This design comes from an exercise in tuning for small area and a short achievable clock period on the open sky130 flow, not from production work. Where RTL was checked, it was by simulation tests only, not by an equivalence proof against the original.

==> inputs of run a <==
==> flow/design.v <==
module Xoroshiro128StarStar (
      output [31:0] io_prngHigh,
      output [31:0] io_prngLow,
      input   io_next,
      input   clk,
      input   reset);
  wire [63:0] _zz_3;
  wire [63:0] _zz_4;
  wire [63:0] _zz_5;
  reg [63:0] s0;
  reg [63:0] s1;
  reg [63:0] p1;
  wire [63:0] s0_;
  wire [63:0] _zz_1;
  wire [63:0] s1_;
  wire [63:0] _zz_2;
  wire [63:0] prng;
  assign _zz_3 = ((s1 ^ s0) <<< 16);
  assign _zz_4 = (s0 <<< 2);
  assign _zz_5 = (p1 <<< 3);
  assign s0_ = (({s0[39 : 0],s0[63 : 40]} ^ (s1 ^ s0)) ^ _zz_3);
  assign _zz_1 = (s1 ^ s0);
  assign s1_ = {_zz_1[26 : 0],_zz_1[63 : 27]};
  assign _zz_2 = (_zz_4 + s0);
  assign prng = (_zz_5 + p1);
  assign io_prngHigh = prng[63 : 32];
  assign io_prngLow = prng[31 : 0];
  always @ (posedge clk or posedge reset) begin
    if (reset) begin
      s0 <= (64'b0000000000000000000000000000000000000000000000000000000000000001);
      s1 <= (64'b0000000000000000000000000000000000000000000000000000000000000000);
      p1 <= (64'b0000000000000000000000000000000000000000000000000000000000000000);
    end else begin
      if(io_next)begin
        s0 <= s0_;
        s1 <= s1_;
        p1 <= {_zz_2[56 : 0],_zz_2[63 : 57]};
      end
    end
  end
endmodule
==> flow/run.sh <==
#!/bin/bash
# synth_recipe.tcl (not shown) runs the flow's synth.tcl, then flattens the netlist and writes it again
# the make line also repeats each setting of config.mk as NAME=value (left out here)
make -C /OpenROAD-flow-scripts/flow DESIGN_CONFIG=/design/flow/config.mk WORK_HOME=/design/flow/orfs CLKGATE_MAP_FILE= SYNTH_SCRIPT=/design/flow/synth_recipe.tcl finish
==> flow/config.mk <==
export PLATFORM = sky130hd
export DESIGN_NAME = Xoroshiro128StarStar
export DESIGN_NICKNAME = Xoroshiro128StarStar
export VERILOG_FILES = /design/flow/design.v
export SDC_FILE = /design/flow/constraint.sdc
export NUM_CORES = 4
export LEC_CHECK = 0
export CAP_MARGIN = 20
export CORE_MARGIN = 2
export CORE_UTILIZATION = 40
export SLEW_MARGIN = 20
==> flow/constraint.sdc <==
create_clock -name core_clock -period 5.0 [get_ports {clk}]
set_input_delay 1.0000 -clock core_clock [delete_from_list [all_inputs] [get_ports {clk}]]
set_output_delay 1.0000 -clock core_clock [all_outputs]
set_load 0.01 [all_outputs]
==> inputs of run b, as changes to run a <==
==> flow/design.v (replaced) <==
module Xoroshiro128StarStar (
      output [31:0] io_prngHigh,
      output [31:0] io_prngLow,
      input   io_next,
      input   clk,
      input   reset);
  reg [63:0] a0_r;
  wire [63:0] a0 = a0_r ^ 64'h21002100000001;
  reg [63:0] at_r;
  wire [63:0] at = at_r ^ 64'h2001000100000401;
  reg c5_r;
  wire c5 = c5_r ^ 1'h0;
  reg [63:0] q_r;
  wire [63:0] q = q_r ^ 64'h282800280;
  reg [31:0] rlo_r;
  wire [31:0] rlo = rlo_r ^ 32'h1680;
  reg c9_r;
  wire c9 = c9_r ^ 1'h0;
  reg [34:0] qh_r;
  wire [34:0] qh = qh_r ^ 35'h0;
  reg [63:0] out_r;
  wire [63:0] out = out_r ^ 64'h0;
  wire [63:0] a0_ = {a0[39:0], a0[63:40]} ^ at ^ (at << 16);
  wire [63:0] at_ = a0_ ^ {at[26:0], at[63:27]};
  wire [32:0] c5s = {1'b0, a0_[31:0]} + {1'b0, a0_[29:0], 2'b00};
  wire c5_ = c5s[32];
  wire [31:0] m5lo = a0[31:0] + {a0[29:0], 2'b00};
  wire [32:0] m5hs = {a0[63:32], 1'b1} + {a0[61:30], c5};
  wire [31:0] m5hi = m5hs[32:1];
  wire [63:0] m5 = {m5hi, m5lo};
  wire [63:0] q_ = {m5[56:0], m5[63:57]};
  wire [32:0] r9 = {1'b0, q[31:0]} + {1'b0, q[28:0], 3'b000};
  wire [32:0] ohs = {qh[34:3], 1'b1} + {qh[31:0], c9};
  wire [31:0] ohi = ohs[32:1];
  assign io_prngHigh = out[63:32];
  assign io_prngLow = out[31:0];
  always @ (posedge clk or posedge reset) begin
    if (reset) begin
      a0_r <= 64'h0;
      at_r <= 64'h0;
      c5_r <= 1'h0;
      q_r <= 64'h0;
      rlo_r <= 32'h0;
      c9_r <= 1'h0;
      qh_r <= 35'h0;
      out_r <= 64'h0;
    end else if (io_next) begin
      a0_r <= a0_ ^ 64'h21002100000001;
      at_r <= at_ ^ 64'h2001000100000401;
      c5_r <= c5_ ^ 1'h0;
      q_r <= q_ ^ 64'h282800280;
      rlo_r <= r9[31:0] ^ 32'h1680;
      c9_r <= r9[32] ^ 1'h0;
      qh_r <= q[63:29] ^ 35'h0;
      out_r <= {ohi, rlo} ^ 64'h0;
    end
  end
endmodule
==> flow/flow/run.sh (new file) <==
#!/bin/bash
# Own layout flow: the standard synthesis, then the combinational logic between
# the registers is mapped again by ABC for delay (registers, their names and cells are
# kept as the standard synthesis made them), then the standard ORFS flow from floorplan.
# Each tool's full output goes to a log file in the work folder.
set -euo pipefail
WORK=$(pwd)
FLOWDIR=$WORK/flow
R=$WORK/orfs/results/$FLOW_PLATFORM/Xoroshiro128StarStar/base
PLAT=$FLOW_HOME/platforms/$FLOW_PLATFORM
LIB=$PLAT/lib/sky130_fd_sc_hd__tt_025C_1v80.lib
YOSYS=$(command -v yosys || echo "$FLOW_HOME/../tools/install/yosys/bin/yosys")
D=${ABC_DELAY_PS:-1000}

bash standard.sh synth > "$WORK/log_1_standard_synth.log" 2>&1
cp "$R/1_2_yosys.v" "$WORK/standard_synth.v"

DU=$(sed -n '/DONT_USE_CELLS +=/,/^#/p' "$PLAT/config.mk" | grep -o 'sky130_fd_sc_hd__[a-z0-9_]*' | sed 's/^/-dont_use /' | tr '\n' ' ')
printf 'set_driving_cell sky130_fd_sc_hd__buf_1\nset_load 5\n' > "$WORK/abc.constr"
sed "s/@D@/$D/g" "$FLOWDIR/abc_delay.script" > "$WORK/abc_delay.script"
cat > "$WORK/remap.ys" <<EOY
read_liberty -ignore_miss_func $LIB
delete sky130_fd_sc_hd__dfrtp_* sky130_fd_sc_hd__dfstp_* sky130_fd_sc_hd__conb_1
read_verilog $FLOWDIR/stubs.v
read_verilog $WORK/standard_synth.v
hierarchy -top $FLOW_TOP
flatten
delete t:\\\$scopeinfo
opt_clean
abc -script $WORK/abc_delay.script -liberty $LIB $DU -constr $WORK/abc.constr -D $D
read_liberty -lib -overwrite $LIB
opt_clean -purge
hilomap -singleton -hicell sky130_fd_sc_hd__conb_1 HI -locell sky130_fd_sc_hd__conb_1 LO
splitnets
opt_clean -purge
rename -hide w:*.*
check -assert -mapped
stat -liberty $LIB
write_verilog -noattr -noexpr -nohex -nodec $WORK/remapped.v
EOY
"$YOSYS" -l "$WORK/log_2_remap_yosys.log" "$WORK/remap.ys" > /dev/null
cp "$WORK/remapped.v" "$R/1_2_yosys.v"
rm -f "$R/1_synth.odb" "$R/1_synth.sdc"
bash standard.sh > "$WORK/log_3_standard_flow.log" 2>&1
==> flow/flow/abc_delay.script (new file) <==
strash
dch
map -D @D@
buffer
upsize -D @D@
dnsize -D @D@
==> flow/flow/stubs.v (new file) <==
(* blackbox *) module sky130_fd_sc_hd__dfrtp_1 (output Q, input CLK, input D, input RESET_B); endmodule
(* blackbox *) module sky130_fd_sc_hd__dfrtp_2 (output Q, input CLK, input D, input RESET_B); endmodule
(* blackbox *) module sky130_fd_sc_hd__dfrtp_4 (output Q, input CLK, input D, input RESET_B); endmodule
(* blackbox *) module sky130_fd_sc_hd__dfstp_1 (output Q, input CLK, input D, input SET_B); endmodule
(* blackbox *) module sky130_fd_sc_hd__dfstp_2 (output Q, input CLK, input D, input SET_B); endmodule
(* blackbox *) module sky130_fd_sc_hd__dfstp_4 (output Q, input CLK, input D, input SET_B); endmodule
(* blackbox *) module sky130_fd_sc_hd__conb_1 (output HI, output LO); endmodule
==> flow/standard.sh (new file) <==
#!/bin/bash
# synth_recipe.tcl (not shown) runs the flow's synth.tcl, then flattens the netlist and writes it again
# the make line also repeats each setting of config.mk as NAME=value (left out here)
make -C /OpenROAD-flow-scripts/flow DESIGN_CONFIG=/design/flow/config.mk WORK_HOME=/design/flow/orfs CLKGATE_MAP_FILE= SYNTH_SCRIPT=/design/flow/synth_recipe.tcl "${@:-finish}"
Settings changed: SETUP_SLACK_MARGIN set to 2.9.
removed: flow/run.sh
==> run summary <==
- The unique cell type count in the Yosys netlist is 78.
- Yosys attributes the largest share of cell area to sky130_fd_sc_hd__dfrtp_1, sky130_fd_sc_hd__xnor2_1, sky130_fd_sc_hd__ha_1, sky130_fd_sc_hd__a21oi_1, sky130_fd_sc_hd__xor2_1.
- The number of multi-input combinational cells in the layout is 1579.
- The final layout contains routed wiring with a total length of 46.60 mm.
- Setup repair after global routing left no endpoint under its margin.
- Across the whole layout, storage elements make up 26.67% of the cell area.
- By count the netlist is led by sky130_fd_sc_hd__xnor2_1, sky130_fd_sc_hd__a21oi_1, sky130_fd_sc_hd__nor2_1.
- The final critical delay including setup and external delays is 4.839 ns.
- The run finished with no timing, DRC or antenna violations.
-- figures above: run a

==> run summary <==
- The run finished with no timing, DRC or antenna violations.
- Setup repair after global routing could not meet its margin everywhere.
- The sum of routed wire length over all layers is 74.27 mm.
- The final critical delay including setup and external delays is 2.345 ns.
- The number of multi-input combinational cells in the layout is 2184.
- The fraction of area in registers is 29.28%.
- The critical path starts at a0_r[46].
-- figures above: run b

The RTL of run b was laid out without a check of its function.

## separate check: timing with driven ports
No port has a modelled driver above. Below, the same layouts with a new extraction and two added sets of constraints. Step 1 assumes that a clkbuf_16 drives the clock port and a buf_2 every other input. Step 2 adds t to the input delays and takes it off the output delays; t is the mean of the earliest and latest rising clock arrival at the registers after step 1. Input paths then give back, and output paths get back, about the clock's delay inside the block. Three values: ideal ports, drivers, drivers and shift; two values: the first two.
run | t (ns) | setup WS [ns] | worst register clock-pin slew, ns | worst data-port slew with drivers (ns)
run a | 0.496 | 0.161 / 0.110 / 0.606 | 0.08 / 0.08 | 0.04
run b | 0.621 | 2.655 / 2.655 / 2.342 | 0.06 / 0.06 | 0.06
After both steps every run listed still meets setup and hold. For run b, which loses most, drivers alone change the setup slack by 0.000 ns; drivers and shift together by -0.313 ns.
